What follows belongs to an exercise in optimizing a design on an open flow for small area; a production flow would make more cautious choices.
RTL that was checked went through simulation tests only; none was proved equivalent to the original.
No driver is modelled on the clock port, so clock power and skew are understated where the tree is cut down; a real chip needs a root buffer or a tree.
Power and IR drop assume default switching activity.

==> inputs of run a <==
==> flow/design.v <==
module Morse_IP
#(
    parameter DOT_TIME = 25_000,
    parameter WAIT_TIME = 50_000
) (
    input clk,
    input reset_n,
    input write,
    input read,
    input [1:0] address,
    input [31:0] writedata,
    output [7:0] readdata,        
    input [7:0] inital,
    input MODE,
    output reg [7:0] ascii_out,
    output reg dot_t,
    output reg wait_t
);
    reg [4:0] morse_code;
    reg [2:0] length;
    reg [1:0] signal;
    reg [6:0] rdata;              
    assign readdata = {1'b0, rdata};
    wire wr0 = write && address == 2'd0;
    wire clear = !signal[1] || (wr0 && !writedata[1]);
    always @(posedge clk or negedge reset_n) begin
        if (!reset_n) begin
            rdata <= 7'b0;
            signal <= 2'b0;
        end else begin
            if (read) begin
                case (address)
                    2'd0: rdata <= {6'b0, MODE};
                    2'd1: rdata <= {2'b0, morse_code};
                    2'd2: rdata <= {4'b0, length};
                    default: rdata <= ascii_out[6:0];
                endcase
            end
            if (wr0)
                signal <= writedata[1:0];
        end
    end
    reg [14:0] dot_cnt;
    wire dot_cnt_end = (dot_cnt & 15'd32631) == 15'd5232;
    wire [14:0] dot_cnt_next = {dot_cnt[13:0], ~(dot_cnt[14] ^ dot_cnt[6])} ^ ({15{dot_cnt_end}} & 15'd16);
    always @(posedge clk or negedge reset_n) begin
        if (!reset_n) begin
            dot_cnt <= 15'd10464;
            dot_t <= 1'b0;
        end else begin
            dot_cnt <= dot_cnt_next;
            dot_t <= dot_t ^ dot_cnt_end;
        end
    end
    reg [15:0] wait_cnt;
    wire wait_cnt_end = (wait_cnt & 16'd65533) == 16'd19353;
    wire [15:0] wait_cnt_next = {wait_cnt[14:0], ~(wait_cnt[15] ^ wait_cnt[8])} ^ ({16{wait_cnt_end}} & 16'd512);
    always @(posedge clk or negedge reset_n) begin
        if (!reset_n) begin
            wait_cnt <= 16'd38194;
            wait_t <= 1'b0;
        end else begin
            wait_cnt <= wait_cnt_next;
            wait_t <= wait_t ^ wait_cnt_end;
        end
    end
    localparam IDLE = 2'b00, DET_S = 2'b01, DET_L = 2'b11, RECORD = 2'b10;
    reg [1:0] state;
    reg [15:0] timer;
    localparam [15:0] T_DOT = 16'd48679, T_DONE = 16'd4641;
    wire t_dot  = (timer & 16'd65526) == (T_DOT & 16'd65526);
    wire t_done = (timer & 16'd65535) == (T_DONE & 16'd65535);
    wire detect = state[0];
    wire t_clr = clear || (MODE && state == IDLE);
    wire t_inc = !clear && MODE && !t_done && (state == RECORD || (detect && !signal[0]));
    always @(posedge clk) begin
        if (t_clr)
            timer <= 16'd0;
        else if (t_inc)
            timer <= {timer[14:0], ~(timer[15] ^ timer[2])};
    end
    always @(posedge clk or negedge reset_n) begin
        if (!reset_n) begin
            state <= IDLE;
            morse_code <= 5'b0;
            length <= 3'b0;
        end else if (clear) begin
            state <= IDLE;
            morse_code <= 5'b0;
            length <= 3'b0;
        end else if (!MODE) begin
            morse_code <= inital[4:0];
            length <= inital[7:5];
        end else begin
            case (state)
                IDLE:
                    if (!signal[0]) begin
                        length <= length + 1'b1;
                        state <= DET_S;
                    end
                DET_S:
                    if (signal[0]) begin
                        morse_code <= {morse_code[3:0], 1'b0};   
                        state <= RECORD;
                    end else if (t_dot)
                        state <= DET_L;
                DET_L:
                    if (signal[0]) begin
                        morse_code <= {morse_code[3:0], 1'b1};   
                        state <= RECORD;
                    end
                default:   
                    if (t_done)
                        state <= IDLE;
            endcase
        end
    end
	always @(*) begin
		case (length)
			3'd1: begin
				case (morse_code[0])
					1'b0: ascii_out = 8'h45;     
					1'b1: ascii_out = 8'h54;     
				endcase
			end
			3'd2: begin
				case (morse_code[1:0])
					2'b00: ascii_out = 8'h49;    
					2'b01: ascii_out = 8'h41;    
					2'b10: ascii_out = 8'h4E;    
					2'b11: ascii_out = 8'h4D;    
				endcase
			end
			3'd3: begin
				case (morse_code[2:0])
					3'b000: ascii_out = 8'h53;   
					3'b001: ascii_out = 8'h55;   
					3'b010: ascii_out = 8'h52;   
					3'b011: ascii_out = 8'h57;   
					3'b100: ascii_out = 8'h44;   
					3'b101: ascii_out = 8'h4B;   
					3'b110: ascii_out = 8'h47;   
					3'b111: ascii_out = 8'h4F;   
				endcase
			end
			3'd4: begin
				case (morse_code[3:0])
					4'b0000: ascii_out = 8'h48;   
					4'b0001: ascii_out = 8'h56;   
					4'b0010: ascii_out = 8'h46;   
				   4'b0011: ascii_out = 8'h32;   
					4'b0100: ascii_out = 8'h4C;   
					4'b0101: ascii_out = 8'h5E;   
					4'b0110: ascii_out = 8'h50;   
					4'b0111: ascii_out = 8'h4A;   
					4'b1000: ascii_out = 8'h42;   
					4'b1001: ascii_out = 8'h58;   
					4'b1010: ascii_out = 8'h43;   
					4'b1011: ascii_out = 8'h59;   
					4'b1100: ascii_out = 8'h5A;   
					4'b1101: ascii_out = 8'h51;   
					4'b1110: ascii_out = 8'h2B;   
					4'b1111: ascii_out = 8'h2D;   
				endcase
			end
			3'd5: begin
			case (morse_code[4:0])
					5'b00000: ascii_out = 8'h35;   
					5'b00001: ascii_out = 8'h34;   
					5'b00010: ascii_out = 8'h2A;   
					5'b00011: ascii_out = 8'h33;   
					5'b01010: ascii_out = 8'h2E;   
					5'b01011: ascii_out = 8'h22;   
					5'b01110: ascii_out = 8'h3F;   
					5'b01111: ascii_out = 8'h31;   
					5'b10000: ascii_out = 8'h36;   
					5'b10001: ascii_out = 8'h7E;   
					5'b11000: ascii_out = 8'h37;   
					5'b11001: ascii_out = 8'h27;   
					5'b11100: ascii_out = 8'h38;   
					5'b11101: ascii_out = 8'h2F;   
					5'b11110: ascii_out = 8'h39;   
					5'b11111: ascii_out = 8'h3A;   
					default: ascii_out = 8'h5F;    
				endcase
			end
			default: ascii_out = 8'h5F; 
		endcase
	end
endmodule
==> flow/run.sh <==
#!/bin/bash
# synth_recipe.tcl (not shown) runs the flow's synth.tcl, then flattens the netlist and writes it again
# the make line also repeats each setting of config.mk as NAME=value (left out here)
make -C /OpenROAD-flow-scripts/flow DESIGN_CONFIG=/design/flow/config.mk WORK_HOME=/design/flow/orfs CLKGATE_MAP_FILE= SYNTH_SCRIPT=/design/flow/synth_recipe.tcl finish
==> flow/config.mk <==
export PLATFORM = sky130hd
export DESIGN_NAME = Morse_IP
export DESIGN_NICKNAME = Morse_IP
export VERILOG_FILES = /design/flow/design.v
export SDC_FILE = /design/flow/constraint.sdc
export NUM_CORES = 4
export LEC_CHECK = 0
export CAP_MARGIN = 20
export CORE_MARGIN = 2
export CORE_UTILIZATION = 40
export SLEW_MARGIN = 20
==> flow/constraint.sdc <==
create_clock -name core_clock -period 10.0 [get_ports {clk}]
set_input_delay 2.0000 -clock core_clock [delete_from_list [all_inputs] [get_ports {clk}]]
set_output_delay 2.0000 -clock core_clock [all_outputs]
set_load 0.01 [all_outputs]
==> run b: changes against run a <==
--- a/flow/design.v
+++ b/flow/design.v
@@ -28,3 +28,3 @@
             rdata <= 7'b0;
-            signal <= 2'b0;
+            signal[1] <= 1'b0;
         end else begin
@@ -39,5 +39,8 @@
             if (wr0)
-                signal <= writedata[1:0];
-        end
-    end
+                signal[1] <= writedata[1];
+        end
+    end
+    always @(posedge clk)
+        if (wr0)
+            signal[0] <= writedata[0];
     reg [14:0] dot_cnt;
@@ -83,3 +86,2 @@
         if (!reset_n) begin
-            state <= IDLE;
             morse_code <= 5'b0;
@@ -87,3 +89,2 @@
         end else if (clear) begin
-            state <= IDLE;
             morse_code <= 5'b0;
@@ -96,17 +97,30 @@
                 IDLE:
-                    if (!signal[0]) begin
+                    if (!signal[0])
                         length <= length + 1'b1;
+                DET_S:
+                    if (signal[0])
+                        morse_code <= {morse_code[3:0], 1'b0};   
+                DET_L:
+                    if (signal[0])
+                        morse_code <= {morse_code[3:0], 1'b1};   
+                default: ;
+            endcase
+        end
+    end
+    always @(posedge clk) begin
+        if (clear)
+            state <= IDLE;
+        else if (MODE) begin
+            case (state)
+                IDLE:
+                    if (!signal[0])
                         state <= DET_S;
-                    end
                 DET_S:
-                    if (signal[0]) begin
-                        morse_code <= {morse_code[3:0], 1'b0};   
+                    if (signal[0])
                         state <= RECORD;
-                    end else if (t_dot)
+                    else if (t_dot)
                         state <= DET_L;
                 DET_L:
-                    if (signal[0]) begin
-                        morse_code <= {morse_code[3:0], 1'b1};   
+                    if (signal[0])
                         state <= RECORD;
-                    end
                 default:   
==> flow/flow/run.sh (new file) <==
#!/bin/bash
# The standard layout (standard.sh), with two changes:
#  - the port buffers are sky130_fd_sc_hd__buf_1 instead of the resizer's default;
#  - clock_tree_synthesis is replaced (through the PRE_CTS_TCL hook) by a small
#    two-level tree built in flow/manual_cts.tcl: a root buffer driven by the clock
#    port feeds one buffer per group of nearby flip-flops;
#  - synthesis leaves adders to abc (ADDER_MAP_FILE empty): Yosys's extract_fa
#    otherwise turns two-input AND/XOR pairs of the decode logic into half-adder cells.
set -euo pipefail
export BUFFER_PORTS_ARGS="-buffer_cell sky130_fd_sc_hd__buf_1"
export PRE_CTS_TCL="$PWD/flow/manual_cts.tcl"
export MANUAL_CTS_GROUPS=3
export MANUAL_CTS_LEAF=sky130_fd_sc_hd__clkbuf_16
export MANUAL_CTS_ROOT=sky130_fd_sc_hd__clkbuf_4
bash standard.sh ADDER_MAP_FILE= finish > standard.log 2>&1
==> flow/flow/manual_cts.tcl (new file) <==
# Replaces clock_tree_synthesis with a small two-level clock tree: the clock
# flip-flops are split into MANUAL_CTS_GROUPS groups by position (k-means);
# each group gets a MANUAL_CTS_LEAF buffer at its centre, and one
# MANUAL_CTS_ROOT buffer, driven by the clock port, drives the group buffers.
proc mcts_add_buf { block master name in_net out_net x y } {
  set buf [odb::dbInst_create $block $master $name]
  foreach mt [$master getMTerms] {
    if { [$mt getSigType] ne "SIGNAL" } { continue }
    if { [$mt getIoType] eq "INPUT" } { [$buf findITerm [$mt getName]] connect $in_net }
    if { [$mt getIoType] eq "OUTPUT" } { [$buf findITerm [$mt getName]] connect $out_net }
  }
  $buf setLocation [expr {int($x)}] [expr {int($y)}]
  $buf setPlacementStatus PLACED
  return $buf
}

proc clock_tree_synthesis { args } {
  set k $::env(MANUAL_CTS_GROUPS)
  set db [ord::get_db]
  set block [ord::get_db_block]
  set leaf [$db findMaster $::env(MANUAL_CTS_LEAF)]
  set root [$db findMaster $::env(MANUAL_CTS_ROOT)]
  set clk_net [$block findNet clk]
  set sinks {}
  foreach it [$clk_net getITerms] {
    set bb [[$it getInst] getBBox]
    lappend sinks [list $it [expr {([$bb xMin] + [$bb xMax]) / 2.0}] [expr {([$bb yMin] + [$bb yMax]) / 2.0}]]
  }
  set n [llength $sinks]
  # k-means, seeded with sinks spread through the list sorted by x
  set sorted [lsort -real -index 1 $sinks]
  set cx {}; set cy {}
  for { set g 0 } { $g < $k } { incr g } {
    set s [lindex $sorted [expr {int(($g + 0.5) * $n / $k)}]]
    lappend cx [lindex $s 1]; lappend cy [lindex $s 2]
  }
  for { set iter 0 } { $iter < 50 } { incr iter } {
    set assign {}
    foreach s $sinks {
      set best 0; set bd 1e30
      for { set g 0 } { $g < $k } { incr g } {
        set d [expr {abs([lindex $s 1] - [lindex $cx $g]) + abs([lindex $s 2] - [lindex $cy $g])}]
        if { $d < $bd } { set bd $d; set best $g }
      }
      lappend assign $best
    }
    set nx {}; set ny {}
    for { set g 0 } { $g < $k } { incr g } {
      set sx 0; set sy 0; set c 0
      foreach s $sinks a $assign {
        if { $a == $g } { set sx [expr {$sx + [lindex $s 1]}]; set sy [expr {$sy + [lindex $s 2]}]; incr c }
      }
      if { $c > 0 } { lappend nx [expr {$sx / $c}]; lappend ny [expr {$sy / $c}] } else { lappend nx [lindex $cx $g]; lappend ny [lindex $cy $g] }
    }
    set cx $nx; set cy $ny
  }
  set root_net [odb::dbNet_create $block clknet_root]
  $root_net setSigType CLOCK
  set rx 0; set ry 0
  for { set g 0 } { $g < $k } { incr g } {
    set net [odb::dbNet_create $block clknet_leaf_$g]
    $net setSigType CLOCK
    set c 0
    foreach s $sinks a $assign {
      if { $a == $g } { set it [lindex $s 0]; $it disconnect; $it connect $net; incr c }
    }
    mcts_add_buf $block $leaf clkbuf_leaf_$g $root_net $net [lindex $cx $g] [lindex $cy $g]
    set rx [expr {$rx + [lindex $cx $g]}]; set ry [expr {$ry + [lindex $cy $g]}]
    puts "manual CTS: group $g has $c sinks"
  }
  mcts_add_buf $block $root clkbuf_root $clk_net $root_net [expr {$rx / $k}] [expr {$ry / $k}]
  set_propagated_clock [all_clocks]
}
==> flow/standard.sh (new file) <==
#!/bin/bash
# synth_recipe.tcl (not shown) runs the flow's synth.tcl, then flattens the netlist and writes it again
# the make line also repeats each setting of config.mk as NAME=value (left out here)
make -C /OpenROAD-flow-scripts/flow DESIGN_CONFIG=/design/flow/config.mk WORK_HOME=/design/flow/orfs CLKGATE_MAP_FILE= SYNTH_SCRIPT=/design/flow/synth_recipe.tcl "${@:-finish}"
removed: flow/run.sh
==> run c: changes against run a <==
--- a/flow/design.v
+++ b/flow/design.v
@@ -69,5 +69,5 @@
     reg [15:0] timer;
-    localparam [15:0] T_DOT = 16'd48679, T_DONE = 16'd4641;
-    wire t_dot  = (timer & 16'd65526) == (T_DOT & 16'd65526);
-    wire t_done = (timer & 16'd65535) == (T_DONE & 16'd65535);
+    localparam [15:0] T_DOT = DOT_TIME - 1, T_DONE = WAIT_TIME + 1;
+    wire t_dot  = &(timer | ~T_DOT);      
+    wire t_done = &(timer | ~T_DONE);   
     wire detect = state[0];
@@ -75,7 +75,9 @@
     wire t_inc = !clear && MODE && !t_done && (state == RECORD || (detect && !signal[0]));
-    always @(posedge clk) begin
-        if (t_clr)
+    always @(posedge clk or negedge reset_n) begin
+        if (!reset_n)
+            timer <= 16'd0;
+        else if (t_clr)
             timer <= 16'd0;
         else if (t_inc)
-            timer <= {timer[14:0], ~(timer[15] ^ timer[2])};
+            timer <= timer + 1'b1;
     end
==> run d: changes against run a <==
--- a/flow/design.v
+++ b/flow/design.v
@@ -69,5 +69,5 @@
     reg [15:0] timer;
-    localparam [15:0] T_DOT = 16'd48679, T_DONE = 16'd4641;
-    wire t_dot  = (timer & 16'd65526) == (T_DOT & 16'd65526);
-    wire t_done = (timer & 16'd65535) == (T_DONE & 16'd65535);
+    localparam [15:0] T_DOT = DOT_TIME - 1, T_DONE = WAIT_TIME + 1;
+    wire t_dot  = &(timer | ~T_DOT);      
+    wire t_done = &(timer | ~T_DONE);   
     wire detect = state[0];
@@ -75,7 +75,9 @@
     wire t_inc = !clear && MODE && !t_done && (state == RECORD || (detect && !signal[0]));
-    always @(posedge clk) begin
-        if (t_clr)
+    always @(posedge clk or negedge reset_n) begin
+        if (!reset_n)
+            timer <= 16'd0;
+        else if (t_clr)
             timer <= 16'd0;
         else if (t_inc)
-            timer <= {timer[14:0], ~(timer[15] ^ timer[2])};
+            timer <= timer + 1'b1;
     end
==> flow/flow/run.sh (new file) <==
#!/bin/bash
# Standard layout, with smaller port buffers and a flatter clock tree.
export BUFFER_PORTS_ARGS="-buffer_cell sky130_fd_sc_hd__buf_1"
export CTS_ARGS="-sink_clustering_enable -sink_clustering_size 40 -sink_clustering_max_diameter 300 -buf_list sky130_fd_sc_hd__clkbuf_8 -root_buf sky130_fd_sc_hd__clkbuf_8 -repair_clock_nets"
bash standard.sh > standard.log 2>&1
==> flow/standard.sh (new file) <==
#!/bin/bash
# synth_recipe.tcl (not shown) runs the flow's synth.tcl, then flattens the netlist and writes it again
# the make line also repeats each setting of config.mk as NAME=value (left out here)
make -C /OpenROAD-flow-scripts/flow DESIGN_CONFIG=/design/flow/config.mk WORK_HOME=/design/flow/orfs CLKGATE_MAP_FILE= SYNTH_SCRIPT=/design/flow/synth_recipe.tcl "${@:-finish}"
removed: flow/run.sh
==> qor summary <==
Post-Synth XOR/XNOR Area: run a 0.01740; run d 0.03299; run c 0.03299; run b 0.02758
Buffer levels on the longest clock path: run a 2; run d 2; run c 2; run b -
Period utilization: run a 0.4996; run d 0.4748; run c 0.5066; run b 0.4444
Number of global-route vias before repair: run a 2458; run d 2806; run c 2808; run b 2158
Count of clock buffers in the final design: run a 9; run d 11; run c 11; run b -
Worst Max-Slew Pin Slew: run a 0.9080 ns; run d 0.8890 ns; run c 0.9109 ns; run b 0.8448 ns
Result of the run: run a complete, no violations; run d complete, no violations; run c complete, no violations; run b complete, no violations
Clk cell area share: run a 0.05460; run d 0.04336; run c 0.04892; run b -
Origin of the worst min-delay path: run a wait_cnt[0]; run d wait_cnt[4]; run c wait_cnt[4]; run b wait_cnt[4]
Worst-case headroom to the max-slew limit: run a 0.3947; run d 0.4073; run c 0.3928; run b 0.4368
Share of synthesized flip-flops with an asynchronous set or reset: run a 0.7647; run d 1.000; run c 1.000; run b 0.7206
Depth of the worst register-to-register path: run a 6; run d 7; run c 5; run b 5
Placeable Area: run a 8636 um^2; run d 9109 um^2; run c 9109 um^2; run b 7727 um^2
Net load switching power: run a 244.0 uW; run d 235.8 uW; run c 238.3 uW; run b 167.8 uW
Vias post-DR: run a 2544; run d 2866; run c 2890; run b 2326
Met3 wire len: run a 331 um; run d 355 um; run c 311 um; run b 212 um
Layout Utilization: run a 0.4723; run d 0.4467; run c 0.4717; run b 0.4404
Biggest area consumer among cell classes: run a multi-input combinational cells; run d multi-input combinational cells; run c multi-input combinational cells; run b flip-flops and latches
Worst Setup Slack post-DPL: run a 5.400 ns; run d 5.524 ns; run c 5.251 ns; run b 5.830 ns
Sequential-to-total area share from yosys stat: run a 0.4645; run d 0.4618; run c 0.4618; run b 0.5138
Nets: run a 419; run d 465; run c 465; run b 379
GR Util met3: run a 0.04438; run d 0.04109; run c 0.04735; run b 0.01209
Routing usage on met2: run a 0.2471; run d 0.2716; run c 0.2633; run b 0.2403
Cell Area, Synth: run a 3523 um^2; run d 3717 um^2; run c 3717 um^2; run b 3176 um^2
Portion of netlist area occupied by mux cells: run a 0.08097; run d 0.03198; run c 0.03198; run b 0.07329
Clock slew seen by the registers of the worst setup and hold paths: run a 0.08 ns; run d 0.07 ns; run c 0.07 ns; run b 0.10 ns
For run c and run d, only the layout was checked, not whether the RTL still works. In run b the design's own scripts or RTL, not TritonCTS, make the clock network.

[re-timing with driven ports]
The flow's constraints put no driver on any port. The routed layouts listed below were extracted and timed again, unchanged, in two steps. Step 1 (the two cells are an assumption about what drives the block):
set clk [get_ports {clk}]
set_driving_cell -lib_cell sky130_fd_sc_hd__clkbuf_16 $clk
set_driving_cell -lib_cell sky130_fd_sc_hd__buf_2 [delete_from_list [all_inputs] $clk]
Step 2, shift: input delay + t, output delay - t, t = (earliest + latest rising clock arrival at the registers) / 2. This alone moves slack from input paths to output paths. Slacks: ideal / step 1 / step 2; pairs: ideal / step 1.
run	t (ns)	setup WS [ns]	hold WS [ns]	pins driven straight from the clock port
run a	0.366	5.004 / 4.975 / 5.341	0.365 / 0.365 / 0.365	1
run b	0.382	5.556 / 5.528 / 5.828	0.373 / 0.373 / 0.373	1
run c	0.365	4.934 / 4.903 / 5.236	0.362 / 0.362 / 0.362	1
run d	0.360	5.252 / 5.222 / 5.502	0.362 / 0.362 / 0.362	1
After both steps setup and hold are still met in every run listed.
